Background: an optimization exercise with open tools, aiming at small area, a short achievable clock period and few clock cycles. Do not read the settings as production practice.
Function was not checked in any run shown here: the RTL went through the layout flow alone.
Power is estimated from default activity; no workload was simulated.

==> flow/design.v (outline; a module is shown in full before it is edited, if it fits) <==
// module sdiv_op: 154 lines
// module sdiv_sub: 242 lines
// module sdiv_sub5: 41 lines
// module sdiv_pg0c: 4 lines
// module sdiv_pg0: 4 lines
// module sdiv_xnor: 3 lines
// module sdiv_oai: 4 lines
// module sdiv_aoi: 4 lines
// module sdiv_inv2: 4 lines
// module sdiv_abs: 173 lines
// module sdiv_nor2: 3 lines
// module sdiv_nand2: 3 lines
// module sdiv_inv1: 3 lines
// module sdiv_msb: 99 lines
// module sdiv_pm: 3 lines
// module sdiv_or2: 3 lines
// module sdiv_dnext: 20 lines
// module sdiv_shamt: 11 lines
module sdiv_op #(parameter INPUTS = 2,
		parameter OUTPUTS = 1,
		parameter DATA_IN_SIZE = 32,
		parameter DATA_OUT_SIZE = 32)
		(
		input clk,
		input rst,
		input [INPUTS * (DATA_IN_SIZE)- 1 : 0]data_in_bus,
		input [INPUTS - 1 : 0]valid_in_bus,
		output [INPUTS - 1 : 0] ready_in_bus,
		output [OUTPUTS * (DATA_OUT_SIZE) - 1 : 0]data_out_bus,
		output [OUTPUTS - 1 : 0]valid_out_bus,
		input [OUTPUTS - 1 : 0] ready_out_bus
);
  // ...
==> flow/flow/run.sh <==
#!/bin/bash
# The standard layout, with small plain buffers on the ports instead of the
# delay cells buffer_ports picks by default. Every port still gets a buffer.
set -euo pipefail
export BUFFER_PORTS_ARGS="-buffer_cell sky130_fd_sc_hd__buf_1"
bash standard.sh > standard.log 2>&1
==> flow/standard.sh <==
#!/bin/bash
# synth_recipe.tcl (not shown) runs the flow's synth.tcl, then flattens the netlist and writes it again
# the make line also repeats each setting of config.mk as NAME=value (left out here)
make -C /OpenROAD-flow-scripts/flow DESIGN_CONFIG=/design/flow/config.mk WORK_HOME=/design/flow/orfs CLKGATE_MAP_FILE= SYNTH_SCRIPT=/design/flow/synth_recipe.tcl "${@:-finish}"
==> flow/config.mk <==
export PLATFORM = sky130hd
export DESIGN_NAME = sdiv_op
export DESIGN_NICKNAME = sdiv_op
export VERILOG_FILES = /design/flow/design.v
export SDC_FILE = /design/flow/constraint.sdc
export NUM_CORES = 4
export LEC_CHECK = 0
export CAP_MARGIN = 20
export CORE_MARGIN = 2
export CORE_UTILIZATION = 55
export CTS_BUF_LIST = sky130_fd_sc_hd__clkbuf_4 sky130_fd_sc_hd__clkbuf_8
export PLACE_DENSITY = 0.65
export SETUP_SLACK_MARGIN = 2.4
export SLEW_MARGIN = 20
export SYNTH_HIERARCHICAL = 1
==> flow/constraint.sdc <==
create_clock -name core_clock -period 5.0 [get_ports {clk}]
set_input_delay 1.0000 -clock core_clock [delete_from_list [all_inputs] [get_ports {clk}]]
set_output_delay 1.0000 -clock core_clock [all_outputs]
set_load 0.01 [all_outputs]
==> run_results.csv, run 1 <==
group,metric,value,unit
routing,wl_met3,4420,um
clock_tree,clock-sinks,132,
floorplanning,die-area,28100,sq um
setup_path,critPathSlowestCell,"fa_2",
setup_path,rr_startpoint,"got[0]$_DFF_PP0_",
clock_tree,ctsHoldBuffers,0,
layout,fillers,2258,
layout,buf_share,0.0762,
setup_path,crit_family,"compound AO/OA/AOI/OAI gates",
min_path,hold_path.class,"in2async",
timing,relSlewSlack,0.425,
setup_path,cp-end-kind,"flop",
setup_path,cp_common_cell,"a21o_1",
grt,use_met2,0.533,
layout,multi_input_area,10600,sq um
grt,grt-ovfl-total,0,
grt,grt_pass1_wl,75000,um
timing,final.setup.tns,0,ps
power_and_ir_drop,seq_power_share,0.211,
layout,mostFrequentLayoutCells,"nor2_1, nand2_1, inv_1",
layout,drive_above_1_share,0.272,
yosys,netlist_instances,1760,
setup_path,critPathMaxStageDelay,340,ps
place,dp.cells,2142,
setup_path,crit_cells,16,
routing,dr.max_layer_used,"met5",
routing,drt-total-wl,49000,um
grt,antenna_found_initial,2,
setup_path,crit_type,"in2reg",
layout,regArea,3510,sq um
layout,top_regs,"d x32, q x32, r x32",
status,status,"complete, no violations",
timing,drv_slew,0,
timing,holdWs,459,ps
power_and_ir_drop,pwr.group.clock,1050,uW
floorplanning,dieWidth,168,um
power_and_ir_drop,powerDensity,774,nW/um^2
yosys,syn_avg_cell_area,8.37,sq um
layout,seq_cell_count,132,
layout,fin_nets,1954,
==> module sdiv_op, before the edit <==
module sdiv_op #(parameter INPUTS = 2,
		parameter OUTPUTS = 1,
		parameter DATA_IN_SIZE = 32,
		parameter DATA_OUT_SIZE = 32)
		(
		input clk,
		input rst,
		input [INPUTS * (DATA_IN_SIZE)- 1 : 0]data_in_bus,
		input [INPUTS - 1 : 0]valid_in_bus,
		output [INPUTS - 1 : 0] ready_in_bus,
		output [OUTPUTS * (DATA_OUT_SIZE) - 1 : 0]data_out_bus,
		output [OUTPUTS - 1 : 0]valid_out_bus,
		input [OUTPUTS - 1 : 0] ready_out_bus
);
	localparam S_ACC = 3'b001, S_PRE = 3'b010, S_DIV = 3'b100;
	reg [2:0]  state;
	reg        rdy;       
	reg [1:0]  rin;       
	reg [1:0]  got;       
	reg        ov;        
	reg [31:0] r;         
	reg [31:0] d;         
	reg [31:0] q;         
	reg [4:0]  cnt;       
	reg        xtra;      
	reg [4:0]  ma;        
	reg        pa;        
	reg [4:0]  mb;        
	reg [4:0]  shr;       
	reg        spr;       
	reg        zq;        
	reg        sa, sb;    
	reg        cin_f;     
	reg        sb_f;      
	wire [1:0] rdy2 = {2{rdy}} & ~got;    
	assign ready_in_bus = rin;
	wire [1:0] fire = valid_in_bus & rdy2;
	wire [1:0] got_n = got | fire;
	wire qfree = ~ov | ready_out_bus[0];
	wire sq = sa ^ sb;
	wire [31:0] ain = data_in_bus[31:0];
	wire [31:0] bin = data_in_bus[63:32];
	wire [31:0] aabs;
	sdiv_abs u_abs (.a(ain), .y(aabs));
	wire [31:0] bone = bin ^ {32{bin[31]}};
	wire [4:0] ma_in, mb_in;
	sdiv_msb u_ma (.x(ain ^ {32{ain[31]}}), .m(ma_in));
	sdiv_msb u_mb (.x(bone), .m(mb_in));
	wire pa_in = ain[31] & ~|(~ain[31:1] & ain[30:0]);
	wire [4:0] sh;
	wire sp;
	sdiv_shamt u_sh (.ma(rdy2[0] ? ma_in : ma), .mb(rdy2[1] ? mb_in : mb),
		.pa(rdy2[0] ? pa_in : pa), .sh(sh), .sp(sp));
	wire [31:0] diff;
	wire qb;
	sdiv_sub u_sub (.r(r), .d(d), .cin(cin_f), .diff(diff), .ge(qb));
	wire take = rdy & (&got_n);
	wire align = state[1] & qfree;     
	wire [31:0] d_nx;
	sdiv_dnext u_dn (.ld(rdy2[1]), .ldv(bone), .shf(align), .fill(sb_f), .s(shr), .s0(spr),
		.div(state[2]), .d(d), .y(d_nx));
	assign valid_out_bus = ov;
	assign data_out_bus = q;
	reg [2:0] state_n;
	reg       rdy_n, ov_n;
	reg [1:0] got_nx;
	always @* begin
		state_n = state;
		rdy_n = rdy;
		ov_n = ov & ~ready_out_bus[0];
		got_nx = got;
		if (rdy) got_nx = take ? 2'b00 : got_n;
		case (1'b1)
			state[0]: begin
				if (zq) ov_n = 1'b1;
				if (take) begin
					state_n = S_PRE;
					rdy_n = 1'b0;
				end
			end
			state[1]: if (qfree) begin
				if (~qb) begin
					state_n = S_ACC;
					rdy_n = 1'b1;
				end else begin
					state_n = S_DIV;
					rdy_n = (shr == 5'd0) & ~spr;
				end
			end
			default: begin
				rdy_n = xtra ? (cnt == 5'd0) : (cnt == 5'd1);
				if (cnt == 5'd0 && !xtra) begin
					ov_n = 1'b1;
					if (take) state_n = S_PRE;
					else begin
						state_n = S_ACC;
						rdy_n = 1'b1;
					end
				end
			end
		endcase
	end
	always @(posedge clk, posedge rst)
		if (rst) begin
			state <= S_ACC;
			zq <= 1'b0;
			rdy <= 1'b1;
			rin <= 2'b11;
			got <= 2'b00;
			ov <= 1'b0;
		end else begin
			state <= state_n;
			zq <= state[1] & qfree & ~qb;
			rdy <= rdy_n;
			rin <= {2{rdy_n}} & ~got_nx;
			got <= got_nx;
			ov <= ov_n;
		end
	always @(posedge clk) begin
		case (1'b1)
			state[0]: if (zq) q <= 32'd0;
			state[1]: if (qfree) begin
				q <= {32{sq}};
				if (sq) r <= diff;
				cnt <= shr;
				xtra <= spr;
			end
			state[2]: begin
				if (qb) r <= diff;
				q <= {q[30:0], qb ^ sq};
				if (cnt == 5'd0) xtra <= 1'b0;
				else cnt <= cnt - 5'd1;
			end
			default: ;
		endcase
		if (rdy2[0]) begin
			r <= aabs;
			sa <= ain[31];
			ma <= ma_in;
			pa <= pa_in;
		end
		d <= d_nx;
		if (~state[1]) begin
			shr <= sh;
			spr <= sp;
		end
		if (rdy2[1]) begin
			sb <= bin[31];
			sb_f <= bin[31];
			cin_f <= ~bin[31];
			mb <= mb_in;
		end
	end
endmodule
==> module sdiv_sub, before the edit <==
module sdiv_sub (
	input  [31:0] r,
	input  [31:0] d,
	input         cin,
	output [31:0] diff,
	output        ge
);
	wire [31:0] g0, p0;
	wire [31:0] g1, p1;
	wire [31:0] g2, p2;
	wire [31:0] g3, p3;
	wire [31:0] g4, p4;
	wire [31:0] g5, p5;
	wire [31:0] t;
	sdiv_xnor ut_0 (.a(r[0]), .b(d[0]), .y(t[0]));
	sdiv_xnor ut_1 (.a(r[1]), .b(d[1]), .y(t[1]));
	sdiv_xnor ut_2 (.a(r[2]), .b(d[2]), .y(t[2]));
	sdiv_xnor ut_3 (.a(r[3]), .b(d[3]), .y(t[3]));
	sdiv_xnor ut_4 (.a(r[4]), .b(d[4]), .y(t[4]));
	sdiv_xnor ut_5 (.a(r[5]), .b(d[5]), .y(t[5]));
	sdiv_xnor ut_6 (.a(r[6]), .b(d[6]), .y(t[6]));
	sdiv_xnor ut_7 (.a(r[7]), .b(d[7]), .y(t[7]));
	sdiv_xnor ut_8 (.a(r[8]), .b(d[8]), .y(t[8]));
	sdiv_xnor ut_9 (.a(r[9]), .b(d[9]), .y(t[9]));
	sdiv_xnor ut_10 (.a(r[10]), .b(d[10]), .y(t[10]));
	sdiv_xnor ut_11 (.a(r[11]), .b(d[11]), .y(t[11]));
	sdiv_xnor ut_12 (.a(r[12]), .b(d[12]), .y(t[12]));
	sdiv_xnor ut_13 (.a(r[13]), .b(d[13]), .y(t[13]));
	sdiv_xnor ut_14 (.a(r[14]), .b(d[14]), .y(t[14]));
	sdiv_xnor ut_15 (.a(r[15]), .b(d[15]), .y(t[15]));
	sdiv_xnor ut_16 (.a(r[16]), .b(d[16]), .y(t[16]));
	sdiv_xnor ut_17 (.a(r[17]), .b(d[17]), .y(t[17]));
	sdiv_xnor ut_18 (.a(r[18]), .b(d[18]), .y(t[18]));
	sdiv_xnor ut_19 (.a(r[19]), .b(d[19]), .y(t[19]));
	sdiv_xnor ut_20 (.a(r[20]), .b(d[20]), .y(t[20]));
	sdiv_xnor ut_21 (.a(r[21]), .b(d[21]), .y(t[21]));
	sdiv_xnor ut_22 (.a(r[22]), .b(d[22]), .y(t[22]));
	sdiv_xnor ut_23 (.a(r[23]), .b(d[23]), .y(t[23]));
	sdiv_xnor ut_24 (.a(r[24]), .b(d[24]), .y(t[24]));
	sdiv_xnor ut_25 (.a(r[25]), .b(d[25]), .y(t[25]));
	sdiv_xnor ut_26 (.a(r[26]), .b(d[26]), .y(t[26]));
	sdiv_xnor ut_27 (.a(r[27]), .b(d[27]), .y(t[27]));
	sdiv_xnor ut_28 (.a(r[28]), .b(d[28]), .y(t[28]));
	sdiv_xnor ut_29 (.a(r[29]), .b(d[29]), .y(t[29]));
	sdiv_xnor ut_30 (.a(r[30]), .b(d[30]), .y(t[30]));
	sdiv_xnor ut_31 (.a(r[31]), .b(d[31]), .y(t[31]));
	sdiv_pg0c u0_0 (.a(r[0]), .b(d[0]), .c(cin), .gn(g0[0]), .pn(p0[0]));
	sdiv_pg0 u0_1 (.a(r[1]), .b(d[1]), .gn(g0[1]), .pn(p0[1]));
	sdiv_pg0 u0_2 (.a(r[2]), .b(d[2]), .gn(g0[2]), .pn(p0[2]));
	sdiv_pg0 u0_3 (.a(r[3]), .b(d[3]), .gn(g0[3]), .pn(p0[3]));
	sdiv_pg0 u0_4 (.a(r[4]), .b(d[4]), .gn(g0[4]), .pn(p0[4]));
	sdiv_pg0 u0_5 (.a(r[5]), .b(d[5]), .gn(g0[5]), .pn(p0[5]));
	sdiv_pg0 u0_6 (.a(r[6]), .b(d[6]), .gn(g0[6]), .pn(p0[6]));
	sdiv_pg0 u0_7 (.a(r[7]), .b(d[7]), .gn(g0[7]), .pn(p0[7]));
	sdiv_pg0 u0_8 (.a(r[8]), .b(d[8]), .gn(g0[8]), .pn(p0[8]));
	sdiv_pg0 u0_9 (.a(r[9]), .b(d[9]), .gn(g0[9]), .pn(p0[9]));
	sdiv_pg0 u0_10 (.a(r[10]), .b(d[10]), .gn(g0[10]), .pn(p0[10]));
	sdiv_pg0 u0_11 (.a(r[11]), .b(d[11]), .gn(g0[11]), .pn(p0[11]));
	sdiv_pg0 u0_12 (.a(r[12]), .b(d[12]), .gn(g0[12]), .pn(p0[12]));
	sdiv_pg0 u0_13 (.a(r[13]), .b(d[13]), .gn(g0[13]), .pn(p0[13]));
	sdiv_pg0 u0_14 (.a(r[14]), .b(d[14]), .gn(g0[14]), .pn(p0[14]));
	sdiv_pg0 u0_15 (.a(r[15]), .b(d[15]), .gn(g0[15]), .pn(p0[15]));
	sdiv_pg0 u0_16 (.a(r[16]), .b(d[16]), .gn(g0[16]), .pn(p0[16]));
	sdiv_pg0 u0_17 (.a(r[17]), .b(d[17]), .gn(g0[17]), .pn(p0[17]));
	sdiv_pg0 u0_18 (.a(r[18]), .b(d[18]), .gn(g0[18]), .pn(p0[18]));
	sdiv_pg0 u0_19 (.a(r[19]), .b(d[19]), .gn(g0[19]), .pn(p0[19]));
	sdiv_pg0 u0_20 (.a(r[20]), .b(d[20]), .gn(g0[20]), .pn(p0[20]));
	sdiv_pg0 u0_21 (.a(r[21]), .b(d[21]), .gn(g0[21]), .pn(p0[21]));
	sdiv_pg0 u0_22 (.a(r[22]), .b(d[22]), .gn(g0[22]), .pn(p0[22]));
	sdiv_pg0 u0_23 (.a(r[23]), .b(d[23]), .gn(g0[23]), .pn(p0[23]));
	sdiv_pg0 u0_24 (.a(r[24]), .b(d[24]), .gn(g0[24]), .pn(p0[24]));
	sdiv_pg0 u0_25 (.a(r[25]), .b(d[25]), .gn(g0[25]), .pn(p0[25]));
	sdiv_pg0 u0_26 (.a(r[26]), .b(d[26]), .gn(g0[26]), .pn(p0[26]));
	sdiv_pg0 u0_27 (.a(r[27]), .b(d[27]), .gn(g0[27]), .pn(p0[27]));
	sdiv_pg0 u0_28 (.a(r[28]), .b(d[28]), .gn(g0[28]), .pn(p0[28]));
	sdiv_pg0 u0_29 (.a(r[29]), .b(d[29]), .gn(g0[29]), .pn(p0[29]));
	sdiv_pg0 u0_30 (.a(r[30]), .b(d[30]), .gn(g0[30]), .pn(p0[30]));
	sdiv_pg0 u0_31 (.a(r[31]), .b(d[31]), .gn(g0[31]), .pn(p0[31]));
	sdiv_inv2 u1_0 (.g(g0[0]), .p(p0[0]), .go(g1[0]), .po(p1[0]));
	sdiv_oai u1_1 (.gh(g0[1]), .ph(p0[1]), .gl(g0[0]), .pl(p0[0]), .go(g1[1]), .po(p1[1]));
	sdiv_oai u1_2 (.gh(g0[2]), .ph(p0[2]), .gl(g0[1]), .pl(p0[1]), .go(g1[2]), .po(p1[2]));
	sdiv_oai u1_3 (.gh(g0[3]), .ph(p0[3]), .gl(g0[2]), .pl(p0[2]), .go(g1[3]), .po(p1[3]));
	sdiv_oai u1_4 (.gh(g0[4]), .ph(p0[4]), .gl(g0[3]), .pl(p0[3]), .go(g1[4]), .po(p1[4]));
	sdiv_oai u1_5 (.gh(g0[5]), .ph(p0[5]), .gl(g0[4]), .pl(p0[4]), .go(g1[5]), .po(p1[5]));
	sdiv_oai u1_6 (.gh(g0[6]), .ph(p0[6]), .gl(g0[5]), .pl(p0[5]), .go(g1[6]), .po(p1[6]));
	sdiv_oai u1_7 (.gh(g0[7]), .ph(p0[7]), .gl(g0[6]), .pl(p0[6]), .go(g1[7]), .po(p1[7]));
	sdiv_oai u1_8 (.gh(g0[8]), .ph(p0[8]), .gl(g0[7]), .pl(p0[7]), .go(g1[8]), .po(p1[8]));
	sdiv_oai u1_9 (.gh(g0[9]), .ph(p0[9]), .gl(g0[8]), .pl(p0[8]), .go(g1[9]), .po(p1[9]));
	sdiv_oai u1_10 (.gh(g0[10]), .ph(p0[10]), .gl(g0[9]), .pl(p0[9]), .go(g1[10]), .po(p1[10]));
	sdiv_oai u1_11 (.gh(g0[11]), .ph(p0[11]), .gl(g0[10]), .pl(p0[10]), .go(g1[11]), .po(p1[11]));
	sdiv_oai u1_12 (.gh(g0[12]), .ph(p0[12]), .gl(g0[11]), .pl(p0[11]), .go(g1[12]), .po(p1[12]));
	sdiv_oai u1_13 (.gh(g0[13]), .ph(p0[13]), .gl(g0[12]), .pl(p0[12]), .go(g1[13]), .po(p1[13]));
	sdiv_oai u1_14 (.gh(g0[14]), .ph(p0[14]), .gl(g0[13]), .pl(p0[13]), .go(g1[14]), .po(p1[14]));
	sdiv_oai u1_15 (.gh(g0[15]), .ph(p0[15]), .gl(g0[14]), .pl(p0[14]), .go(g1[15]), .po(p1[15]));
	sdiv_oai u1_16 (.gh(g0[16]), .ph(p0[16]), .gl(g0[15]), .pl(p0[15]), .go(g1[16]), .po(p1[16]));
	sdiv_oai u1_17 (.gh(g0[17]), .ph(p0[17]), .gl(g0[16]), .pl(p0[16]), .go(g1[17]), .po(p1[17]));
	sdiv_oai u1_18 (.gh(g0[18]), .ph(p0[18]), .gl(g0[17]), .pl(p0[17]), .go(g1[18]), .po(p1[18]));
	sdiv_oai u1_19 (.gh(g0[19]), .ph(p0[19]), .gl(g0[18]), .pl(p0[18]), .go(g1[19]), .po(p1[19]));
	sdiv_oai u1_20 (.gh(g0[20]), .ph(p0[20]), .gl(g0[19]), .pl(p0[19]), .go(g1[20]), .po(p1[20]));
	sdiv_oai u1_21 (.gh(g0[21]), .ph(p0[21]), .gl(g0[20]), .pl(p0[20]), .go(g1[21]), .po(p1[21]));
	sdiv_oai u1_22 (.gh(g0[22]), .ph(p0[22]), .gl(g0[21]), .pl(p0[21]), .go(g1[22]), .po(p1[22]));
	sdiv_oai u1_23 (.gh(g0[23]), .ph(p0[23]), .gl(g0[22]), .pl(p0[22]), .go(g1[23]), .po(p1[23]));
	sdiv_oai u1_24 (.gh(g0[24]), .ph(p0[24]), .gl(g0[23]), .pl(p0[23]), .go(g1[24]), .po(p1[24]));
	sdiv_oai u1_25 (.gh(g0[25]), .ph(p0[25]), .gl(g0[24]), .pl(p0[24]), .go(g1[25]), .po(p1[25]));
	sdiv_oai u1_26 (.gh(g0[26]), .ph(p0[26]), .gl(g0[25]), .pl(p0[25]), .go(g1[26]), .po(p1[26]));
	sdiv_oai u1_27 (.gh(g0[27]), .ph(p0[27]), .gl(g0[26]), .pl(p0[26]), .go(g1[27]), .po(p1[27]));
	sdiv_oai u1_28 (.gh(g0[28]), .ph(p0[28]), .gl(g0[27]), .pl(p0[27]), .go(g1[28]), .po(p1[28]));
	sdiv_oai u1_29 (.gh(g0[29]), .ph(p0[29]), .gl(g0[28]), .pl(p0[28]), .go(g1[29]), .po(p1[29]));
	sdiv_oai u1_30 (.gh(g0[30]), .ph(p0[30]), .gl(g0[29]), .pl(p0[29]), .go(g1[30]), .po(p1[30]));
	sdiv_oai u1_31 (.gh(g0[31]), .ph(p0[31]), .gl(g0[30]), .pl(p0[30]), .go(g1[31]), .po(p1[31]));
	sdiv_inv2 u2_0 (.g(g1[0]), .p(p1[0]), .go(g2[0]), .po(p2[0]));
	sdiv_inv2 u2_1 (.g(g1[1]), .p(p1[1]), .go(g2[1]), .po(p2[1]));
	sdiv_aoi u2_2 (.gh(g1[2]), .ph(p1[2]), .gl(g1[0]), .pl(p1[0]), .go(g2[2]), .po(p2[2]));
	sdiv_aoi u2_3 (.gh(g1[3]), .ph(p1[3]), .gl(g1[1]), .pl(p1[1]), .go(g2[3]), .po(p2[3]));
	sdiv_aoi u2_4 (.gh(g1[4]), .ph(p1[4]), .gl(g1[2]), .pl(p1[2]), .go(g2[4]), .po(p2[4]));
	sdiv_aoi u2_5 (.gh(g1[5]), .ph(p1[5]), .gl(g1[3]), .pl(p1[3]), .go(g2[5]), .po(p2[5]));
	sdiv_aoi u2_6 (.gh(g1[6]), .ph(p1[6]), .gl(g1[4]), .pl(p1[4]), .go(g2[6]), .po(p2[6]));
	sdiv_aoi u2_7 (.gh(g1[7]), .ph(p1[7]), .gl(g1[5]), .pl(p1[5]), .go(g2[7]), .po(p2[7]));
	sdiv_aoi u2_8 (.gh(g1[8]), .ph(p1[8]), .gl(g1[6]), .pl(p1[6]), .go(g2[8]), .po(p2[8]));
	sdiv_aoi u2_9 (.gh(g1[9]), .ph(p1[9]), .gl(g1[7]), .pl(p1[7]), .go(g2[9]), .po(p2[9]));
	sdiv_aoi u2_10 (.gh(g1[10]), .ph(p1[10]), .gl(g1[8]), .pl(p1[8]), .go(g2[10]), .po(p2[10]));
	sdiv_aoi u2_11 (.gh(g1[11]), .ph(p1[11]), .gl(g1[9]), .pl(p1[9]), .go(g2[11]), .po(p2[11]));
	sdiv_aoi u2_12 (.gh(g1[12]), .ph(p1[12]), .gl(g1[10]), .pl(p1[10]), .go(g2[12]), .po(p2[12]));
	sdiv_aoi u2_13 (.gh(g1[13]), .ph(p1[13]), .gl(g1[11]), .pl(p1[11]), .go(g2[13]), .po(p2[13]));
	sdiv_aoi u2_14 (.gh(g1[14]), .ph(p1[14]), .gl(g1[12]), .pl(p1[12]), .go(g2[14]), .po(p2[14]));
	sdiv_aoi u2_15 (.gh(g1[15]), .ph(p1[15]), .gl(g1[13]), .pl(p1[13]), .go(g2[15]), .po(p2[15]));
	sdiv_aoi u2_16 (.gh(g1[16]), .ph(p1[16]), .gl(g1[14]), .pl(p1[14]), .go(g2[16]), .po(p2[16]));
	sdiv_aoi u2_17 (.gh(g1[17]), .ph(p1[17]), .gl(g1[15]), .pl(p1[15]), .go(g2[17]), .po(p2[17]));
	sdiv_aoi u2_18 (.gh(g1[18]), .ph(p1[18]), .gl(g1[16]), .pl(p1[16]), .go(g2[18]), .po(p2[18]));
	sdiv_aoi u2_19 (.gh(g1[19]), .ph(p1[19]), .gl(g1[17]), .pl(p1[17]), .go(g2[19]), .po(p2[19]));
	sdiv_aoi u2_20 (.gh(g1[20]), .ph(p1[20]), .gl(g1[18]), .pl(p1[18]), .go(g2[20]), .po(p2[20]));
	sdiv_aoi u2_21 (.gh(g1[21]), .ph(p1[21]), .gl(g1[19]), .pl(p1[19]), .go(g2[21]), .po(p2[21]));
	sdiv_aoi u2_22 (.gh(g1[22]), .ph(p1[22]), .gl(g1[20]), .pl(p1[20]), .go(g2[22]), .po(p2[22]));
	sdiv_aoi u2_23 (.gh(g1[23]), .ph(p1[23]), .gl(g1[21]), .pl(p1[21]), .go(g2[23]), .po(p2[23]));
	sdiv_aoi u2_24 (.gh(g1[24]), .ph(p1[24]), .gl(g1[22]), .pl(p1[22]), .go(g2[24]), .po(p2[24]));
	sdiv_aoi u2_25 (.gh(g1[25]), .ph(p1[25]), .gl(g1[23]), .pl(p1[23]), .go(g2[25]), .po(p2[25]));
	sdiv_aoi u2_26 (.gh(g1[26]), .ph(p1[26]), .gl(g1[24]), .pl(p1[24]), .go(g2[26]), .po(p2[26]));
	sdiv_aoi u2_27 (.gh(g1[27]), .ph(p1[27]), .gl(g1[25]), .pl(p1[25]), .go(g2[27]), .po(p2[27]));
	sdiv_aoi u2_28 (.gh(g1[28]), .ph(p1[28]), .gl(g1[26]), .pl(p1[26]), .go(g2[28]), .po(p2[28]));
	sdiv_aoi u2_29 (.gh(g1[29]), .ph(p1[29]), .gl(g1[27]), .pl(p1[27]), .go(g2[29]), .po(p2[29]));
	sdiv_aoi u2_30 (.gh(g1[30]), .ph(p1[30]), .gl(g1[28]), .pl(p1[28]), .go(g2[30]), .po(p2[30]));
	sdiv_aoi u2_31 (.gh(g1[31]), .ph(p1[31]), .gl(g1[29]), .pl(p1[29]), .go(g2[31]), .po(p2[31]));
	sdiv_inv2 u3_0 (.g(g2[0]), .p(p2[0]), .go(g3[0]), .po(p3[0]));
	sdiv_inv2 u3_1 (.g(g2[1]), .p(p2[1]), .go(g3[1]), .po(p3[1]));
	sdiv_inv2 u3_2 (.g(g2[2]), .p(p2[2]), .go(g3[2]), .po(p3[2]));
	sdiv_inv2 u3_3 (.g(g2[3]), .p(p2[3]), .go(g3[3]), .po(p3[3]));
	sdiv_oai u3_4 (.gh(g2[4]), .ph(p2[4]), .gl(g2[0]), .pl(p2[0]), .go(g3[4]), .po(p3[4]));
	sdiv_oai u3_5 (.gh(g2[5]), .ph(p2[5]), .gl(g2[1]), .pl(p2[1]), .go(g3[5]), .po(p3[5]));
	sdiv_oai u3_6 (.gh(g2[6]), .ph(p2[6]), .gl(g2[2]), .pl(p2[2]), .go(g3[6]), .po(p3[6]));
	sdiv_oai u3_7 (.gh(g2[7]), .ph(p2[7]), .gl(g2[3]), .pl(p2[3]), .go(g3[7]), .po(p3[7]));
	sdiv_oai u3_8 (.gh(g2[8]), .ph(p2[8]), .gl(g2[4]), .pl(p2[4]), .go(g3[8]), .po(p3[8]));
	sdiv_oai u3_9 (.gh(g2[9]), .ph(p2[9]), .gl(g2[5]), .pl(p2[5]), .go(g3[9]), .po(p3[9]));
	sdiv_oai u3_10 (.gh(g2[10]), .ph(p2[10]), .gl(g2[6]), .pl(p2[6]), .go(g3[10]), .po(p3[10]));
	sdiv_oai u3_11 (.gh(g2[11]), .ph(p2[11]), .gl(g2[7]), .pl(p2[7]), .go(g3[11]), .po(p3[11]));
	sdiv_oai u3_12 (.gh(g2[12]), .ph(p2[12]), .gl(g2[8]), .pl(p2[8]), .go(g3[12]), .po(p3[12]));
	sdiv_oai u3_13 (.gh(g2[13]), .ph(p2[13]), .gl(g2[9]), .pl(p2[9]), .go(g3[13]), .po(p3[13]));
	sdiv_oai u3_14 (.gh(g2[14]), .ph(p2[14]), .gl(g2[10]), .pl(p2[10]), .go(g3[14]), .po(p3[14]));
	sdiv_oai u3_15 (.gh(g2[15]), .ph(p2[15]), .gl(g2[11]), .pl(p2[11]), .go(g3[15]), .po(p3[15]));
	sdiv_oai u3_16 (.gh(g2[16]), .ph(p2[16]), .gl(g2[12]), .pl(p2[12]), .go(g3[16]), .po(p3[16]));
	sdiv_oai u3_17 (.gh(g2[17]), .ph(p2[17]), .gl(g2[13]), .pl(p2[13]), .go(g3[17]), .po(p3[17]));
	sdiv_oai u3_18 (.gh(g2[18]), .ph(p2[18]), .gl(g2[14]), .pl(p2[14]), .go(g3[18]), .po(p3[18]));
	sdiv_oai u3_19 (.gh(g2[19]), .ph(p2[19]), .gl(g2[15]), .pl(p2[15]), .go(g3[19]), .po(p3[19]));
	sdiv_oai u3_20 (.gh(g2[20]), .ph(p2[20]), .gl(g2[16]), .pl(p2[16]), .go(g3[20]), .po(p3[20]));
	sdiv_oai u3_21 (.gh(g2[21]), .ph(p2[21]), .gl(g2[17]), .pl(p2[17]), .go(g3[21]), .po(p3[21]));
	sdiv_oai u3_22 (.gh(g2[22]), .ph(p2[22]), .gl(g2[18]), .pl(p2[18]), .go(g3[22]), .po(p3[22]));
	sdiv_oai u3_23 (.gh(g2[23]), .ph(p2[23]), .gl(g2[19]), .pl(p2[19]), .go(g3[23]), .po(p3[23]));
	sdiv_oai u3_24 (.gh(g2[24]), .ph(p2[24]), .gl(g2[20]), .pl(p2[20]), .go(g3[24]), .po(p3[24]));
	sdiv_oai u3_25 (.gh(g2[25]), .ph(p2[25]), .gl(g2[21]), .pl(p2[21]), .go(g3[25]), .po(p3[25]));
	sdiv_oai u3_26 (.gh(g2[26]), .ph(p2[26]), .gl(g2[22]), .pl(p2[22]), .go(g3[26]), .po(p3[26]));
	sdiv_oai u3_27 (.gh(g2[27]), .ph(p2[27]), .gl(g2[23]), .pl(p2[23]), .go(g3[27]), .po(p3[27]));
	sdiv_oai u3_28 (.gh(g2[28]), .ph(p2[28]), .gl(g2[24]), .pl(p2[24]), .go(g3[28]), .po(p3[28]));
	sdiv_oai u3_29 (.gh(g2[29]), .ph(p2[29]), .gl(g2[25]), .pl(p2[25]), .go(g3[29]), .po(p3[29]));
	sdiv_oai u3_30 (.gh(g2[30]), .ph(p2[30]), .gl(g2[26]), .pl(p2[26]), .go(g3[30]), .po(p3[30]));
	sdiv_oai u3_31 (.gh(g2[31]), .ph(p2[31]), .gl(g2[27]), .pl(p2[27]), .go(g3[31]), .po(p3[31]));
	sdiv_inv2 u4_0 (.g(g3[0]), .p(p3[0]), .go(g4[0]), .po(p4[0]));
	sdiv_inv2 u4_1 (.g(g3[1]), .p(p3[1]), .go(g4[1]), .po(p4[1]));
	sdiv_inv2 u4_2 (.g(g3[2]), .p(p3[2]), .go(g4[2]), .po(p4[2]));
	sdiv_inv2 u4_3 (.g(g3[3]), .p(p3[3]), .go(g4[3]), .po(p4[3]));
	sdiv_inv2 u4_4 (.g(g3[4]), .p(p3[4]), .go(g4[4]), .po(p4[4]));
	sdiv_inv2 u4_5 (.g(g3[5]), .p(p3[5]), .go(g4[5]), .po(p4[5]));
	sdiv_inv2 u4_6 (.g(g3[6]), .p(p3[6]), .go(g4[6]), .po(p4[6]));
	sdiv_inv2 u4_7 (.g(g3[7]), .p(p3[7]), .go(g4[7]), .po(p4[7]));
	sdiv_aoi u4_8 (.gh(g3[8]), .ph(p3[8]), .gl(g3[0]), .pl(p3[0]), .go(g4[8]), .po(p4[8]));
	sdiv_aoi u4_9 (.gh(g3[9]), .ph(p3[9]), .gl(g3[1]), .pl(p3[1]), .go(g4[9]), .po(p4[9]));
	sdiv_aoi u4_10 (.gh(g3[10]), .ph(p3[10]), .gl(g3[2]), .pl(p3[2]), .go(g4[10]), .po(p4[10]));
	sdiv_aoi u4_11 (.gh(g3[11]), .ph(p3[11]), .gl(g3[3]), .pl(p3[3]), .go(g4[11]), .po(p4[11]));
	sdiv_aoi u4_12 (.gh(g3[12]), .ph(p3[12]), .gl(g3[4]), .pl(p3[4]), .go(g4[12]), .po(p4[12]));
	sdiv_aoi u4_13 (.gh(g3[13]), .ph(p3[13]), .gl(g3[5]), .pl(p3[5]), .go(g4[13]), .po(p4[13]));
	sdiv_aoi u4_14 (.gh(g3[14]), .ph(p3[14]), .gl(g3[6]), .pl(p3[6]), .go(g4[14]), .po(p4[14]));
	sdiv_aoi u4_15 (.gh(g3[15]), .ph(p3[15]), .gl(g3[7]), .pl(p3[7]), .go(g4[15]), .po(p4[15]));
	sdiv_aoi u4_16 (.gh(g3[16]), .ph(p3[16]), .gl(g3[8]), .pl(p3[8]), .go(g4[16]), .po(p4[16]));
	sdiv_aoi u4_17 (.gh(g3[17]), .ph(p3[17]), .gl(g3[9]), .pl(p3[9]), .go(g4[17]), .po(p4[17]));
	sdiv_aoi u4_18 (.gh(g3[18]), .ph(p3[18]), .gl(g3[10]), .pl(p3[10]), .go(g4[18]), .po(p4[18]));
	sdiv_aoi u4_19 (.gh(g3[19]), .ph(p3[19]), .gl(g3[11]), .pl(p3[11]), .go(g4[19]), .po(p4[19]));
	sdiv_aoi u4_20 (.gh(g3[20]), .ph(p3[20]), .gl(g3[12]), .pl(p3[12]), .go(g4[20]), .po(p4[20]));
	sdiv_aoi u4_21 (.gh(g3[21]), .ph(p3[21]), .gl(g3[13]), .pl(p3[13]), .go(g4[21]), .po(p4[21]));
	sdiv_aoi u4_22 (.gh(g3[22]), .ph(p3[22]), .gl(g3[14]), .pl(p3[14]), .go(g4[22]), .po(p4[22]));
	sdiv_aoi u4_23 (.gh(g3[23]), .ph(p3[23]), .gl(g3[15]), .pl(p3[15]), .go(g4[23]), .po(p4[23]));
	sdiv_aoi u4_24 (.gh(g3[24]), .ph(p3[24]), .gl(g3[16]), .pl(p3[16]), .go(g4[24]), .po(p4[24]));
	sdiv_aoi u4_25 (.gh(g3[25]), .ph(p3[25]), .gl(g3[17]), .pl(p3[17]), .go(g4[25]), .po(p4[25]));
	sdiv_aoi u4_26 (.gh(g3[26]), .ph(p3[26]), .gl(g3[18]), .pl(p3[18]), .go(g4[26]), .po(p4[26]));
	sdiv_aoi u4_27 (.gh(g3[27]), .ph(p3[27]), .gl(g3[19]), .pl(p3[19]), .go(g4[27]), .po(p4[27]));
	sdiv_aoi u4_28 (.gh(g3[28]), .ph(p3[28]), .gl(g3[20]), .pl(p3[20]), .go(g4[28]), .po(p4[28]));
	sdiv_aoi u4_29 (.gh(g3[29]), .ph(p3[29]), .gl(g3[21]), .pl(p3[21]), .go(g4[29]), .po(p4[29]));
	sdiv_aoi u4_30 (.gh(g3[30]), .ph(p3[30]), .gl(g3[22]), .pl(p3[22]), .go(g4[30]), .po(p4[30]));
	sdiv_aoi u4_31 (.gh(g3[31]), .ph(p3[31]), .gl(g3[23]), .pl(p3[23]), .go(g4[31]), .po(p4[31]));
	sdiv_inv2 u5_0 (.g(g4[0]), .p(p4[0]), .go(g5[0]), .po(p5[0]));
	sdiv_inv2 u5_1 (.g(g4[1]), .p(p4[1]), .go(g5[1]), .po(p5[1]));
	sdiv_inv2 u5_2 (.g(g4[2]), .p(p4[2]), .go(g5[2]), .po(p5[2]));
	sdiv_inv2 u5_3 (.g(g4[3]), .p(p4[3]), .go(g5[3]), .po(p5[3]));
	sdiv_inv2 u5_4 (.g(g4[4]), .p(p4[4]), .go(g5[4]), .po(p5[4]));
	sdiv_inv2 u5_5 (.g(g4[5]), .p(p4[5]), .go(g5[5]), .po(p5[5]));
	sdiv_inv2 u5_6 (.g(g4[6]), .p(p4[6]), .go(g5[6]), .po(p5[6]));
	sdiv_inv2 u5_7 (.g(g4[7]), .p(p4[7]), .go(g5[7]), .po(p5[7]));
	sdiv_inv2 u5_8 (.g(g4[8]), .p(p4[8]), .go(g5[8]), .po(p5[8]));
	sdiv_inv2 u5_9 (.g(g4[9]), .p(p4[9]), .go(g5[9]), .po(p5[9]));
	sdiv_inv2 u5_10 (.g(g4[10]), .p(p4[10]), .go(g5[10]), .po(p5[10]));
	sdiv_inv2 u5_11 (.g(g4[11]), .p(p4[11]), .go(g5[11]), .po(p5[11]));
	sdiv_inv2 u5_12 (.g(g4[12]), .p(p4[12]), .go(g5[12]), .po(p5[12]));
	sdiv_inv2 u5_13 (.g(g4[13]), .p(p4[13]), .go(g5[13]), .po(p5[13]));
	sdiv_inv2 u5_14 (.g(g4[14]), .p(p4[14]), .go(g5[14]), .po(p5[14]));
	sdiv_inv2 u5_15 (.g(g4[15]), .p(p4[15]), .go(g5[15]), .po(p5[15]));
	sdiv_oai u5_16 (.gh(g4[16]), .ph(p4[16]), .gl(g4[0]), .pl(p4[0]), .go(g5[16]), .po(p5[16]));
	sdiv_oai u5_17 (.gh(g4[17]), .ph(p4[17]), .gl(g4[1]), .pl(p4[1]), .go(g5[17]), .po(p5[17]));
	sdiv_oai u5_18 (.gh(g4[18]), .ph(p4[18]), .gl(g4[2]), .pl(p4[2]), .go(g5[18]), .po(p5[18]));
	sdiv_oai u5_19 (.gh(g4[19]), .ph(p4[19]), .gl(g4[3]), .pl(p4[3]), .go(g5[19]), .po(p5[19]));
	sdiv_oai u5_20 (.gh(g4[20]), .ph(p4[20]), .gl(g4[4]), .pl(p4[4]), .go(g5[20]), .po(p5[20]));
	sdiv_oai u5_21 (.gh(g4[21]), .ph(p4[21]), .gl(g4[5]), .pl(p4[5]), .go(g5[21]), .po(p5[21]));
	sdiv_oai u5_22 (.gh(g4[22]), .ph(p4[22]), .gl(g4[6]), .pl(p4[6]), .go(g5[22]), .po(p5[22]));
	sdiv_oai u5_23 (.gh(g4[23]), .ph(p4[23]), .gl(g4[7]), .pl(p4[7]), .go(g5[23]), .po(p5[23]));
	sdiv_oai u5_24 (.gh(g4[24]), .ph(p4[24]), .gl(g4[8]), .pl(p4[8]), .go(g5[24]), .po(p5[24]));
	sdiv_oai u5_25 (.gh(g4[25]), .ph(p4[25]), .gl(g4[9]), .pl(p4[9]), .go(g5[25]), .po(p5[25]));
	sdiv_oai u5_26 (.gh(g4[26]), .ph(p4[26]), .gl(g4[10]), .pl(p4[10]), .go(g5[26]), .po(p5[26]));
	sdiv_oai u5_27 (.gh(g4[27]), .ph(p4[27]), .gl(g4[11]), .pl(p4[11]), .go(g5[27]), .po(p5[27]));
	sdiv_oai u5_28 (.gh(g4[28]), .ph(p4[28]), .gl(g4[12]), .pl(p4[12]), .go(g5[28]), .po(p5[28]));
	sdiv_oai u5_29 (.gh(g4[29]), .ph(p4[29]), .gl(g4[13]), .pl(p4[13]), .go(g5[29]), .po(p5[29]));
	sdiv_oai u5_30 (.gh(g4[30]), .ph(p4[30]), .gl(g4[14]), .pl(p4[14]), .go(g5[30]), .po(p5[30]));
	sdiv_oai u5_31 (.gh(g4[31]), .ph(p4[31]), .gl(g4[15]), .pl(p4[15]), .go(g5[31]), .po(p5[31]));
	wire [32:0] c = {g5, cin};
	assign diff = t ^ c[31:0];
	assign ge = c[32];
endmodule
==> run 2, diff against run 1 <==
--- a/flow/design.v
+++ b/flow/design.v
@@ -14,4 +14,4 @@
 );
-	localparam S_ACC = 3'b001, S_PRE = 3'b010, S_DIV = 3'b100;
-	reg [2:0]  state;
+	localparam S_ACC = 4'b0001, S_PRE = 4'b0010, S_SHF = 4'b0100, S_DIV = 4'b1000;
+	reg [3:0]  state;
 	reg        rdy;       
@@ -24,8 +24,4 @@
 	reg [4:0]  cnt;       
-	reg        xtra;      
-	reg [4:0]  ma;        
-	reg        pa;        
-	reg [4:0]  mb;        
 	reg [4:0]  shr;       
-	reg        spr;       
+	reg [4:0]  shr2;      
 	reg        zq;        
@@ -44,22 +40,21 @@
 	sdiv_abs u_abs (.a(ain), .y(aabs));
-	wire [31:0] bone = bin ^ {32{bin[31]}};
-	wire [4:0] ma_in, mb_in;
-	sdiv_msb u_ma (.x(ain ^ {32{ain[31]}}), .m(ma_in));
-	sdiv_msb u_mb (.x(bone), .m(mb_in));
-	wire pa_in = ain[31] & ~|(~ain[31:1] & ain[30:0]);
-	wire [4:0] sh;
-	wire sp;
-	sdiv_shamt u_sh (.ma(rdy2[0] ? ma_in : ma), .mb(rdy2[1] ? mb_in : mb),
-		.pa(rdy2[0] ? pa_in : pa), .sh(sh), .sp(sp));
 	wire [31:0] diff;
-	wire qb;
-	sdiv_sub u_sub (.r(r), .d(d), .cin(cin_f), .diff(diff), .ge(qb));
+	wire qb, rsel;
+	wire ren = state[3] | (state[1] & sq & qfree);
+	sdiv_sub u_sub (.r(r), .d(d), .cin(cin_f), .en(ren), .diff(diff), .ge(qb), .ge_en(rsel));
 	wire take = rdy & (&got_n);
-	wire align = state[1] & qfree;     
 	wire [31:0] d_nx;
-	sdiv_dnext u_dn (.ld(rdy2[1]), .ldv(bone), .shf(align), .fill(sb_f), .s(shr), .s0(spr),
-		.div(state[2]), .d(d), .y(d_nx));
+	sdiv_dnext u_dn (.ld(rdy2[1]), .ldv(bin ^ {32{bin[31]}}), .shf(state[2]), .fill(sb_f), .s(shr), .s2(shr2),
+		.div(state[3]), .d(d), .y(d_nx));
+	wire [4:0] mr, md, sh;
+	wire sh_ge;
+	sdiv_msb u_mr (.x(r), .m(mr));
+	sdiv_msb u_md (.x(d), .m(md));
+	sdiv_sub5 u_sh (.r(mr), .d(md), .cin(1'b1), .diff(sh), .ge(sh_ge));
+	wire [4:0] sh2;
+	wire sh2_ge;
+	sdiv_sub5 u_sh2 (.r(mr), .d(md), .cin(1'b1), .diff(sh2), .ge(sh2_ge));
 	assign valid_out_bus = ov;
 	assign data_out_bus = q;
-	reg [2:0] state_n;
+	reg [3:0] state_n;
 	reg       rdy_n, ov_n;
@@ -84,10 +79,12 @@
 					rdy_n = 1'b1;
-				end else begin
-					state_n = S_DIV;
-					rdy_n = (shr == 5'd0) & ~spr;
-				end
+				end else
+					state_n = S_SHF;
+			end
+			state[2]: begin
+				state_n = S_DIV;
+				rdy_n = (shr == 5'd0);
 			end
 			default: begin
-				rdy_n = xtra ? (cnt == 5'd0) : (cnt == 5'd1);
-				if (cnt == 5'd0 && !xtra) begin
+				rdy_n = (cnt == 5'd1);
+				if (cnt == 5'd0) begin
 					ov_n = 1'b1;
@@ -123,11 +120,6 @@
 				q <= {32{sq}};
-				if (sq) r <= diff;
-				cnt <= shr;
-				xtra <= spr;
 			end
-			state[2]: begin
-				if (qb) r <= diff;
+			state[3]: begin
 				q <= {q[30:0], qb ^ sq};
-				if (cnt == 5'd0) xtra <= 1'b0;
-				else cnt <= cnt - 5'd1;
+				cnt <= cnt - 5'd1;
 			end
@@ -135,13 +127,9 @@
 		endcase
-		if (rdy2[0]) begin
-			r <= aabs;
-			sa <= ain[31];
-			ma <= ma_in;
-			pa <= pa_in;
-		end
+		if (rdy2[0]) r <= aabs;
+		else if (rsel) r <= diff;
+		if (rdy2[0]) sa <= ain[31];
 		d <= d_nx;
-		if (~state[1]) begin
-			shr <= sh;
-			spr <= sp;
-		end
+		shr <= sh;
+		shr2 <= sh2;
+		if (state[2]) cnt <= shr;
 		if (rdy2[1]) begin
@@ -150,3 +138,2 @@
 			cin_f <= ~bin[31];
-			mb <= mb_in;
 		end
@@ -158,4 +145,6 @@
 	input         cin,
+	input         en,
 	output [31:0] diff,
-	output        ge
+	output        ge,
+	output        ge_en
 );
@@ -395,2 +384,3 @@
 	assign ge = c[32];
+	sdiv_oai_en ue (.gh(g4[31]), .ph(p4[31]), .gl(g4[15]), .en(en), .y(ge_en));
 endmodule
@@ -448,2 +438,5 @@
 endmodule
+module sdiv_oai_en (input gh, input ph, input gl, input en, output y);
+	assign y = ~(gh & (ph | gl)) & en;
+endmodule
 module sdiv_oai (input gh, input ph, input gl, input pl, output go, output po);
@@ -648,100 +641,100 @@
 	wire [15:0] a1;
-	sdiv_or2 o1_0 (.a(a0[1]), .b(a0[0]), .y(a1[0]));
-	sdiv_or2 o1_1 (.a(a0[3]), .b(a0[2]), .y(a1[1]));
-	sdiv_or2 o1_2 (.a(a0[5]), .b(a0[4]), .y(a1[2]));
-	sdiv_or2 o1_3 (.a(a0[7]), .b(a0[6]), .y(a1[3]));
-	sdiv_or2 o1_4 (.a(a0[9]), .b(a0[8]), .y(a1[4]));
-	sdiv_or2 o1_5 (.a(a0[11]), .b(a0[10]), .y(a1[5]));
-	sdiv_or2 o1_6 (.a(a0[13]), .b(a0[12]), .y(a1[6]));
-	sdiv_or2 o1_7 (.a(a0[15]), .b(a0[14]), .y(a1[7]));
-	sdiv_or2 o1_8 (.a(a0[17]), .b(a0[16]), .y(a1[8]));
-	sdiv_or2 o1_9 (.a(a0[19]), .b(a0[18]), .y(a1[9]));
-	sdiv_or2 o1_10 (.a(a0[21]), .b(a0[20]), .y(a1[10]));
-	sdiv_or2 o1_11 (.a(a0[23]), .b(a0[22]), .y(a1[11]));
-	sdiv_or2 o1_12 (.a(a0[25]), .b(a0[24]), .y(a1[12]));
-	sdiv_or2 o1_13 (.a(a0[27]), .b(a0[26]), .y(a1[13]));
-	sdiv_or2 o1_14 (.a(a0[29]), .b(a0[28]), .y(a1[14]));
-	sdiv_or2 o1_15 (.a(a0[31]), .b(a0[30]), .y(a1[15]));
+	sdiv_nor2 o1_0 (.a(a0[1]), .b(a0[0]), .y(a1[0]));
+	sdiv_nor2 o1_1 (.a(a0[3]), .b(a0[2]), .y(a1[1]));
+	sdiv_nor2 o1_2 (.a(a0[5]), .b(a0[4]), .y(a1[2]));
+	sdiv_nor2 o1_3 (.a(a0[7]), .b(a0[6]), .y(a1[3]));
+	sdiv_nor2 o1_4 (.a(a0[9]), .b(a0[8]), .y(a1[4]));
+	sdiv_nor2 o1_5 (.a(a0[11]), .b(a0[10]), .y(a1[5]));
+	sdiv_nor2 o1_6 (.a(a0[13]), .b(a0[12]), .y(a1[6]));
+	sdiv_nor2 o1_7 (.a(a0[15]), .b(a0[14]), .y(a1[7]));
+	sdiv_nor2 o1_8 (.a(a0[17]), .b(a0[16]), .y(a1[8]));
+	sdiv_nor2 o1_9 (.a(a0[19]), .b(a0[18]), .y(a1[9]));
+	sdiv_nor2 o1_10 (.a(a0[21]), .b(a0[20]), .y(a1[10]));
+	sdiv_nor2 o1_11 (.a(a0[23]), .b(a0[22]), .y(a1[11]));
+	sdiv_nor2 o1_12 (.a(a0[25]), .b(a0[24]), .y(a1[12]));
+	sdiv_nor2 o1_13 (.a(a0[27]), .b(a0[26]), .y(a1[13]));
+	sdiv_nor2 o1_14 (.a(a0[29]), .b(a0[28]), .y(a1[14]));
+	sdiv_nor2 o1_15 (.a(a0[31]), .b(a0[30]), .y(a1[15]));
 	wire [7:0] a2;
-	sdiv_or2 o2_0 (.a(a1[1]), .b(a1[0]), .y(a2[0]));
-	sdiv_or2 o2_1 (.a(a1[3]), .b(a1[2]), .y(a2[1]));
-	sdiv_or2 o2_2 (.a(a1[5]), .b(a1[4]), .y(a2[2]));
-	sdiv_or2 o2_3 (.a(a1[7]), .b(a1[6]), .y(a2[3]));
-	sdiv_or2 o2_4 (.a(a1[9]), .b(a1[8]), .y(a2[4]));
-	sdiv_or2 o2_5 (.a(a1[11]), .b(a1[10]), .y(a2[5]));
-	sdiv_or2 o2_6 (.a(a1[13]), .b(a1[12]), .y(a2[6]));
-	sdiv_or2 o2_7 (.a(a1[15]), .b(a1[14]), .y(a2[7]));
+	sdiv_nand2 o2_0 (.a(a1[1]), .b(a1[0]), .y(a2[0]));
+	sdiv_nand2 o2_1 (.a(a1[3]), .b(a1[2]), .y(a2[1]));
+	sdiv_nand2 o2_2 (.a(a1[5]), .b(a1[4]), .y(a2[2]));
+	sdiv_nand2 o2_3 (.a(a1[7]), .b(a1[6]), .y(a2[3]));
+	sdiv_nand2 o2_4 (.a(a1[9]), .b(a1[8]), .y(a2[4]));
+	sdiv_nand2 o2_5 (.a(a1[11]), .b(a1[10]), .y(a2[5]));
+	sdiv_nand2 o2_6 (.a(a1[13]), .b(a1[12]), .y(a2[6]));
+	sdiv_nand2 o2_7 (.a(a1[15]), .b(a1[14]), .y(a2[7]));
 	wire [3:0] a3;
-	sdiv_or2 o3_0 (.a(a2[1]), .b(a2[0]), .y(a3[0]));
-	sdiv_or2 o3_1 (.a(a2[3]), .b(a2[2]), .y(a3[1]));
-	sdiv_or2 o3_2 (.a(a2[5]), .b(a2[4]), .y(a3[2]));
-	sdiv_or2 o3_3 (.a(a2[7]), .b(a2[6]), .y(a3[3]));
+	sdiv_nor2 o3_0 (.a(a2[1]), .b(a2[0]), .y(a3[0]));
+	sdiv_nor2 o3_1 (.a(a2[3]), .b(a2[2]), .y(a3[1]));
+	sdiv_nor2 o3_2 (.a(a2[5]), .b(a2[4]), .y(a3[2]));
+	sdiv_nor2 o3_3 (.a(a2[7]), .b(a2[6]), .y(a3[3]));
 	wire [1:0] a4;
-	sdiv_or2 o4_0 (.a(a3[1]), .b(a3[0]), .y(a4[0]));
-	sdiv_or2 o4_1 (.a(a3[3]), .b(a3[2]), .y(a4[1]));
+	sdiv_nand2 o4_0 (.a(a3[1]), .b(a3[0]), .y(a4[0]));
+	sdiv_nand2 o4_1 (.a(a3[3]), .b(a3[2]), .y(a4[1]));
 	wire [0:0] a5;
-	sdiv_or2 o5_0 (.a(a4[1]), .b(a4[0]), .y(a5[0]));
-	wire f0_0_0;
-	sdiv_pm p0_0_0 (.fh(a0[3]), .ah(a1[1]), .fl(a0[1]), .f(f0_0_0));
-	wire f0_0_1;
-	sdiv_pm p0_0_1 (.fh(a0[7]), .ah(a1[3]), .fl(a0[5]), .f(f0_0_1));
-	wire f0_0_2;
-	sdiv_pm p0_0_2 (.fh(a0[11]), .ah(a1[5]), .fl(a0[9]), .f(f0_0_2));
-	wire f0_0_3;
-	sdiv_pm p0_0_3 (.fh(a0[15]), .ah(a1[7]), .fl(a0[13]), .f(f0_0_3));
-	wire f0_0_4;
-	sdiv_pm p0_0_4 (.fh(a0[19]), .ah(a1[9]), .fl(a0[17]), .f(f0_0_4));
-	wire f0_0_5;
-	sdiv_pm p0_0_5 (.fh(a0[23]), .ah(a1[11]), .fl(a0[21]), .f(f0_0_5));
-	wire f0_0_6;
-	sdiv_pm p0_0_6 (.fh(a0[27]), .ah(a1[13]), .fl(a0[25]), .f(f0_0_6));
-	wire f0_0_7;
-	sdiv_pm p0_0_7 (.fh(a0[31]), .ah(a1[15]), .fl(a0[29]), .f(f0_0_7));
+	sdiv_nor2 o5_0 (.a(a4[1]), .b(a4[0]), .y(a5[0]));
 	wire f0_1_0;
-	sdiv_pm p0_1_0 (.fh(f0_0_1), .ah(a2[1]), .fl(f0_0_0), .f(f0_1_0));
+	sdiv_pmt p0_1_0 (.fh(a0[3]), .ahn(a1[1]), .fl(a0[1]), .fn(f0_1_0));
 	wire f0_1_1;
-	sdiv_pm p0_1_1 (.fh(f0_0_3), .ah(a2[3]), .fl(f0_0_2), .f(f0_1_1));
+	sdiv_pmt p0_1_1 (.fh(a0[7]), .ahn(a1[3]), .fl(a0[5]), .fn(f0_1_1));
 	wire f0_1_2;
-	sdiv_pm p0_1_2 (.fh(f0_0_5), .ah(a2[5]), .fl(f0_0_4), .f(f0_1_2));
+	sdiv_pmt p0_1_2 (.fh(a0[11]), .ahn(a1[5]), .fl(a0[9]), .fn(f0_1_2));
 	wire f0_1_3;
-	sdiv_pm p0_1_3 (.fh(f0_0_7), .ah(a2[7]), .fl(f0_0_6), .f(f0_1_3));
+	sdiv_pmt p0_1_3 (.fh(a0[15]), .ahn(a1[7]), .fl(a0[13]), .fn(f0_1_3));
+	wire f0_1_4;
+	sdiv_pmt p0_1_4 (.fh(a0[19]), .ahn(a1[9]), .fl(a0[17]), .fn(f0_1_4));
+	wire f0_1_5;
+	sdiv_pmt p0_1_5 (.fh(a0[23]), .ahn(a1[11]), .fl(a0[21]), .fn(f0_1_5));
+	wire f0_1_6;
+	sdiv_pmt p0_1_6 (.fh(a0[27]), .ahn(a1[13]), .fl(a0[25]), .fn(f0_1_6));
+	wire f0_1_7;
+	sdiv_pmt p0_1_7 (.fh(a0[31]), .ahn(a1[15]), .fl(a0[29]), .fn(f0_1_7));
 	wire f0_2_0;
-	sdiv_pm p0_2_0 (.fh(f0_1_1), .ah(a3[1]), .fl(f0_1_0), .f(f0_2_0));
+	sdiv_pmi p0_2_0 (.fhn(f0_1_1), .ah(a2[1]), .fln(f0_1_0), .f(f0_2_0));
 	wire f0_2_1;
-	sdiv_pm p0_2_1 (.fh(f0_1_3), .ah(a3[3]), .fl(f0_1_2), .f(f0_2_1));
+	sdiv_pmi p0_2_1 (.fhn(f0_1_3), .ah(a2[3]), .fln(f0_1_2), .f(f0_2_1));
+	wire f0_2_2;
+	sdiv_pmi p0_2_2 (.fhn(f0_1_5), .ah(a2[5]), .fln(f0_1_4), .f(f0_2_2));
+	wire f0_2_3;
+	sdiv_pmi p0_2_3 (.fhn(f0_1_7), .ah(a2[7]), .fln(f0_1_6), .f(f0_2_3));
 	wire f0_3_0;
-	sdiv_pm p0_3_0 (.fh(f0_2_1), .ah(a4[1]), .fl(f0_2_0), .f(f0_3_0));
-	assign m[0] = f0_3_0;
-	wire f1_0_0;
-	sdiv_pm p1_0_0 (.fh(a1[3]), .ah(a2[1]), .fl(a1[1]), .f(f1_0_0));
-	wire f1_0_1;
-	sdiv_pm p1_0_1 (.fh(a1[7]), .ah(a2[3]), .fl(a1[5]), .f(f1_0_1));
-	wire f1_0_2;
-	sdiv_pm p1_0_2 (.fh(a1[11]), .ah(a2[5]), .fl(a1[9]), .f(f1_0_2));
-	wire f1_0_3;
-	sdiv_pm p1_0_3 (.fh(a1[15]), .ah(a2[7]), .fl(a1[13]), .f(f1_0_3));
+	sdiv_pmt p0_3_0 (.fh(f0_2_1), .ahn(a3[1]), .fl(f0_2_0), .fn(f0_3_0));
+	wire f0_3_1;
+	sdiv_pmt p0_3_1 (.fh(f0_2_3), .ahn(a3[3]), .fl(f0_2_2), .fn(f0_3_1));
+	wire f0_4_0;
+	sdiv_pmi p0_4_0 (.fhn(f0_3_1), .ah(a4[1]), .fln(f0_3_0), .f(f0_4_0));
+	assign m[0] = f0_4_0;
 	wire f1_1_0;
-	sdiv_pm p1_1_0 (.fh(f1_0_1), .ah(a3[1]), .fl(f1_0_0), .f(f1_1_0));
+	sdiv_pmi p1_1_0 (.fhn(a1[3]), .ah(a2[1]), .fln(a1[1]), .f(f1_1_0));
 	wire f1_1_1;
-	sdiv_pm p1_1_1 (.fh(f1_0_3), .ah(a3[3]), .fl(f1_0_2), .f(f1_1_1));
+	sdiv_pmi p1_1_1 (.fhn(a1[7]), .ah(a2[3]), .fln(a1[5]), .f(f1_1_1));
+	wire f1_1_2;
+	sdiv_pmi p1_1_2 (.fhn(a1[11]), .ah(a2[5]), .fln(a1[9]), .f(f1_1_2));
+	wire f1_1_3;
+	sdiv_pmi p1_1_3 (.fhn(a1[15]), .ah(a2[7]), .fln(a1[13]), .f(f1_1_3));
 	wire f1_2_0;
-	sdiv_pm p1_2_0 (.fh(f1_1_1), .ah(a4[1]), .fl(f1_1_0), .f(f1_2_0));
-	assign m[1] = f1_2_0;
-	wire f2_0_0;
-	sdiv_pm p2_0_0 (.fh(a2[3]), .ah(a3[1]), .fl(a2[1]), .f(f2_0_0));
-	wire f2_0_1;
-	sdiv_pm p2_0_1 (.fh(a2[7]), .ah(a3[3]), .fl(a2[5]), .f(f2_0_1));
+	sdiv_pmt p1_2_0 (.fh(f1_1_1), .ahn(a3[1]), .fl(f1_1_0), .fn(f1_2_0));
+	wire f1_2_1;
+	sdiv_pmt p1_2_1 (.fh(f1_1_3), .ahn(a3[3]), .fl(f1_1_2), .fn(f1_2_1));
+	wire f1_3_0;
+	sdiv_pmi p1_3_0 (.fhn(f1_2_1), .ah(a4[1]), .fln(f1_2_0), .f(f1_3_0));
+	assign m[1] = f1_3_0;
 	wire f2_1_0;
-	sdiv_pm p2_1_0 (.fh(f2_0_1), .ah(a4[1]), .fl(f2_0_0), .f(f2_1_0));
-	assign m[2] = f2_1_0;
-	wire f3_0_0;
-	sdiv_pm p3_0_0 (.fh(a3[3]), .ah(a4[1]), .fl(a3[1]), .f(f3_0_0));
-	assign m[3] = f3_0_0;
+	sdiv_pmt p2_1_0 (.fh(a2[3]), .ahn(a3[1]), .fl(a2[1]), .fn(f2_1_0));
+	wire f2_1_1;
+	sdiv_pmt p2_1_1 (.fh(a2[7]), .ahn(a3[3]), .fl(a2[5]), .fn(f2_1_1));
+	wire f2_2_0;
+	sdiv_pmi p2_2_0 (.fhn(f2_1_1), .ah(a4[1]), .fln(f2_1_0), .f(f2_2_0));
+	assign m[2] = f2_2_0;
+	wire f3_1_0;
+	sdiv_pmi p3_1_0 (.fhn(a3[3]), .ah(a4[1]), .fln(a3[1]), .f(f3_1_0));
+	assign m[3] = f3_1_0;
 	assign m[4] = a4[1];
 endmodule
-module sdiv_pm (input fh, input ah, input fl, output f);
-	assign f = fh | (~ah & fl);
+module sdiv_pmt (input fh, input ahn, input fl, output fn);
+	assign fn = ~(fh | (ahn & fl));
 endmodule
-module sdiv_or2 (input a, input b, output y);
-	assign y = a | b;
+module sdiv_pmi (input fhn, input ah, input fln, output f);
+	assign f = ~(fhn & (ah | fln));
 endmodule
@@ -753,3 +746,3 @@
 	input  [4:0]  s,
-	input         s0,
+	input  [4:0]  s2,
 	input         div,
@@ -758,8 +751,14 @@
 );
-	wire [31:0] y0 = s[0] ? {d[30:0],  {1{fill}}}  : d;
-	wire [31:0] y1 = s[1] ? {y0[29:0], {2{fill}}}  : y0;
-	wire [31:0] y2 = s[2] ? {y1[27:0], {4{fill}}}  : y1;
-	wire [31:0] y3 = s[3] ? {y2[23:0], {8{fill}}}  : y2;
-	wire [31:0] y4 = s[4] ? {y3[15:0], {16{fill}}} : y3;
-	wire [31:0] dsh = s0  ? {y4[30:0], {1{fill}}}  : y4;
+	wire [31:0] y0, y1, y2, y3, dsh;
+	genvar i;
+	generate
+		for (i = 0; i < 32; i = i + 1) begin : g
+			wire [4:0] c = (i < 16) ? s : s2;
+			if (i >= 1)  assign y0[i]  = c[0] ? d[i-1]   : d[i];   else assign y0[i]  = c[0] ? fill : d[i];
+			if (i >= 2)  assign y1[i]  = c[1] ? y0[i-2]  : y0[i];  else assign y1[i]  = c[1] ? fill : y0[i];
+			if (i >= 4)  assign y2[i]  = c[2] ? y1[i-4]  : y1[i];  else assign y2[i]  = c[2] ? fill : y1[i];
+			if (i >= 8)  assign y3[i]  = c[3] ? y2[i-8]  : y2[i];  else assign y3[i]  = c[3] ? fill : y2[i];
+			if (i >= 16) assign dsh[i] = c[4] ? y3[i-16] : y3[i];  else assign dsh[i] = c[4] ? fill : y3[i];
+		end
+	endgenerate
 	wire [31:0] base = ld ? ldv : (div ? {1'b0, d[31:1]} : d);
@@ -767,12 +766 @@
 endmodule
-module sdiv_shamt (
-	input  [4:0] ma,
-	input  [4:0] mb,
-	input        pa,
-	output [4:0] sh,
-	output       sp
-);
-	wire [5:0] df = {1'b0, ma} - {1'b0, mb};
-	assign sh = df[5] ? 5'd0 : df[4:0];
-	assign sp = pa & ~df[5];
-endmodule
--- a/flow/config.mk
+++ b/flow/config.mk
@@ -9,6 +9,6 @@
 export CORE_MARGIN = 2
-export CORE_UTILIZATION = 55
+export CORE_UTILIZATION = 65
 export CTS_BUF_LIST = sky130_fd_sc_hd__clkbuf_4 sky130_fd_sc_hd__clkbuf_8
-export PLACE_DENSITY = 0.65
-export SETUP_SLACK_MARGIN = 2.4
+export PLACE_DENSITY = 0.75
+export SETUP_SLACK_MARGIN = 2.6
 export SLEW_MARGIN = 20
==> run 2 against run 1 <==
  * Wire length decreased by 30%
  * First-iteration DRC count decreased by 26%
  * Setup slack improved by 1300 ps
  * Sequential share of layout area increased by 3.2 points
  * Die area decreased by 27%
  * Clock power decreased by 11%
  * Sequential power decreased by 61%
  * Final cell count decreased by 18%
  * Hold slack improved by 36 ps
  * Critical endpoint is now r[1]$_DFFE_PP_
  * Highest routed layer is now met4
==> run_results.csv, run 2 <==
group,metric,value,unit
routing,drt_iter0_drc,1098,
setup_path,crit_chain,"nor2b_2, o21ai_2, a21oi_2, o21ai_2, a21oi_2, o21ai_1, and2_1, nand2b_4",
setup_path,critPathSlowestCell,"dfxtp_1",
setup_path,reg2reg_setup_slack,2610,ps
routing,num_vias,10800,
place,gp_congestion,0.991,
place,hpwlAfterDp,26100,um
timing,skew,16.2,ps
yosys,synth.cell_area,12600,sq um
layout,regArea,3310,sq um
setup_path,cp_num_buf_inv,0,
place,place_area,13000,sq um
setup_path,timing.rr.end,"r[1]$_DFFE_PP_",
yosys,yosysWarnings,7,
routing,route.detailed.drc,0,
power_and_ir_drop,peakVddDrop,0.140,mV
timing,fin_crit_sh,0.477,
timing,min_period,2390,ps
routing,firstDrtPassIters,5,
layout,fin_cells,1821,
setup_path,crit_fanout,16,
status,status,"complete, no violations",
layout,mostFrequentLayoutCells,"nor2_1, nand2_1, buf_1",
clock_tree,clock-sinks,125,
grt,grt_pass1_wl,52900,um
routing,ant_nets,0,
layout,top_regs,"d x32, q x32, r x32",
floorplanning,die-area,20500,sq um
floorplanning,die_h,143,um
timing,hold_violations,0,
yosys,syn_avg_cell_area,8.61,sq um
layout,drive_above_1_share,0.262,
clock_tree,h-tree-depth,4,
setup_path,cp-end-kind,"flop",
routing,routedWlPerCell,18.8,um
power_and_ir_drop,leakage,0.00563,uW
clock_tree,ctsHoldBuffers,0,
setup_path,rr_startpoint,"d[21]$_DFF_P_",
setup_path,cp-start-kind,"flop",
timing,holdWs,495,ps
setup_path,arrival,2540,ps
timing,drv_slew,0,
layout,synthToLayoutAreaGrowth,9.42,%
layout,postLayoutCellArea,13800,sq um
routing,drt-total-wl,34300,um
grt,antenna_found_initial,0,
floorplanning,initial_utilization,0.668,
timing,rsz0062_at_grt,"yes",
layout,antenna_cells,0,
clock_tree,numCtsBuffers,17,
floorplanning,dieWidth,143,um
layout,fillers,1512,
clock_tree,clock_latency,470,ps
grt,grt_usage,0.336,
setup_path,cp_data_required_time,5150,ps
timing,final.setup.tns,0,ps
power_and_ir_drop,finalPower,2170,uW
setup_path,r2r_cells,8,
setup_path,crit_type,"reg2reg",
grt,grt-ovfl-total,0,
layout,fin_nets,1620,
setup_path,crit_family,"simple AND/OR/NAND/NOR gates",
setup_path,critPathMaxStageDelay,610,ps
flow_run,maxCapViolCount,0,
yosys,netlist_instances,1461,
place,portBuffers,103,
min_path,hold_path.class,"in2async",
layout,multi_input_area,8810,sq um
place,dp.cells,1772,
grt,grt_pass1_vias,9920,
power_and_ir_drop,powerDensity,158,nW/um^2
timing,max_freq,419,MHz
grt,grt_max_degree,57,
layout,final_common_cell,"nor2_1",
floorplanning,ioPinCount,104,
floorplanning,rows,50,
timing,setup_violations,0,
routing,vias_per_cell,5.93,
timing,relSlewSlack,0.331,
clock_tree,cts_buffer_depth,2,
timing,tightestPinTransition,1000,ps
floorplanning,coreArea,18800,sq um
clock_tree,cts_root_buffer,"clkbuf_8",
clock_tree,cts_tree,"done",
clock_tree,path_clk_slew,80,ps
run 2: how the worst max path moves through the flow:
stage / start / end / slack, ps / cells after the start
final: d[21]$_DFF_P_ / r[1]$_DFFE_PP_ / 2610 / 8
after global routing: r[7]$_DFFE_PP_ / rin[1]$_DFF_PP1_ / 2510 / 10
after CTS: r[31]$_DFFE_PP_ / shr2[2]$_DFF_P_ / 2600 / 11
after detailed placement: r[31]$_DFFE_PP_ / shr[4]$_DFF_P_ / 2010 / 10
after global placement: r[31]$_DFFE_PP_ / shr[4]$_DFF_P_ / 2140 / 10
after floorplan: ready_out_bus[0] / r[0]$_DFFE_PP_ / 2670 / 5
run 2: metal layers:
metal,wire (um),GRT usage,part of all wire
met5,0,0,0
met1,15200,0.468,0.44
met4,650,0.100,0.019
met2,15600,0.535,0.46
met3,2750,0.0610,0.080
run 2: cell type report:
type / instances / share of cell area
sequential: 125 / 0.241
multi-input combinational: 1186 / 0.640
clock buffer: 17 / 0.0170
timing repair buffer: 128 / 0.0422
clock inverter: 15 / 0.0120
inverter: 90 / 0.0246
tap: 260 / 0.0236
run 2: metrics by stage:
stage               worst slack [ps]   util
floorplan                       2670      -
global placement                2140  0.691
detailed placement              2010  0.691
CTS                             2600  0.719
global route                    2510  0.731
finish                          2610  0.731
run 2: what timing repair did:
action                     4_1_cts  5_1_grt
pin swaps                        0        5
setup endpoints to repair       44       77
resized for setup               28       38
cloned                           1        0
buffers inserted                 0       16
run 2: power by group:
group	internal, uW	switching (uW)	leakage (uW)
combinational	63.0	85.2	0.00421
clock	451	488	0.000197
sequential	1080	5.46	0.00122
total	1590	578	0.00563

Check on run 2: ideal ports give 2.614 ns setup slack; a clkbuf_16 on the clock port and buf_2 on the inputs give 2.614 ns; moving port delays by the midpoint clock arrival (0.512 ns) as well gives 2.255 ns.
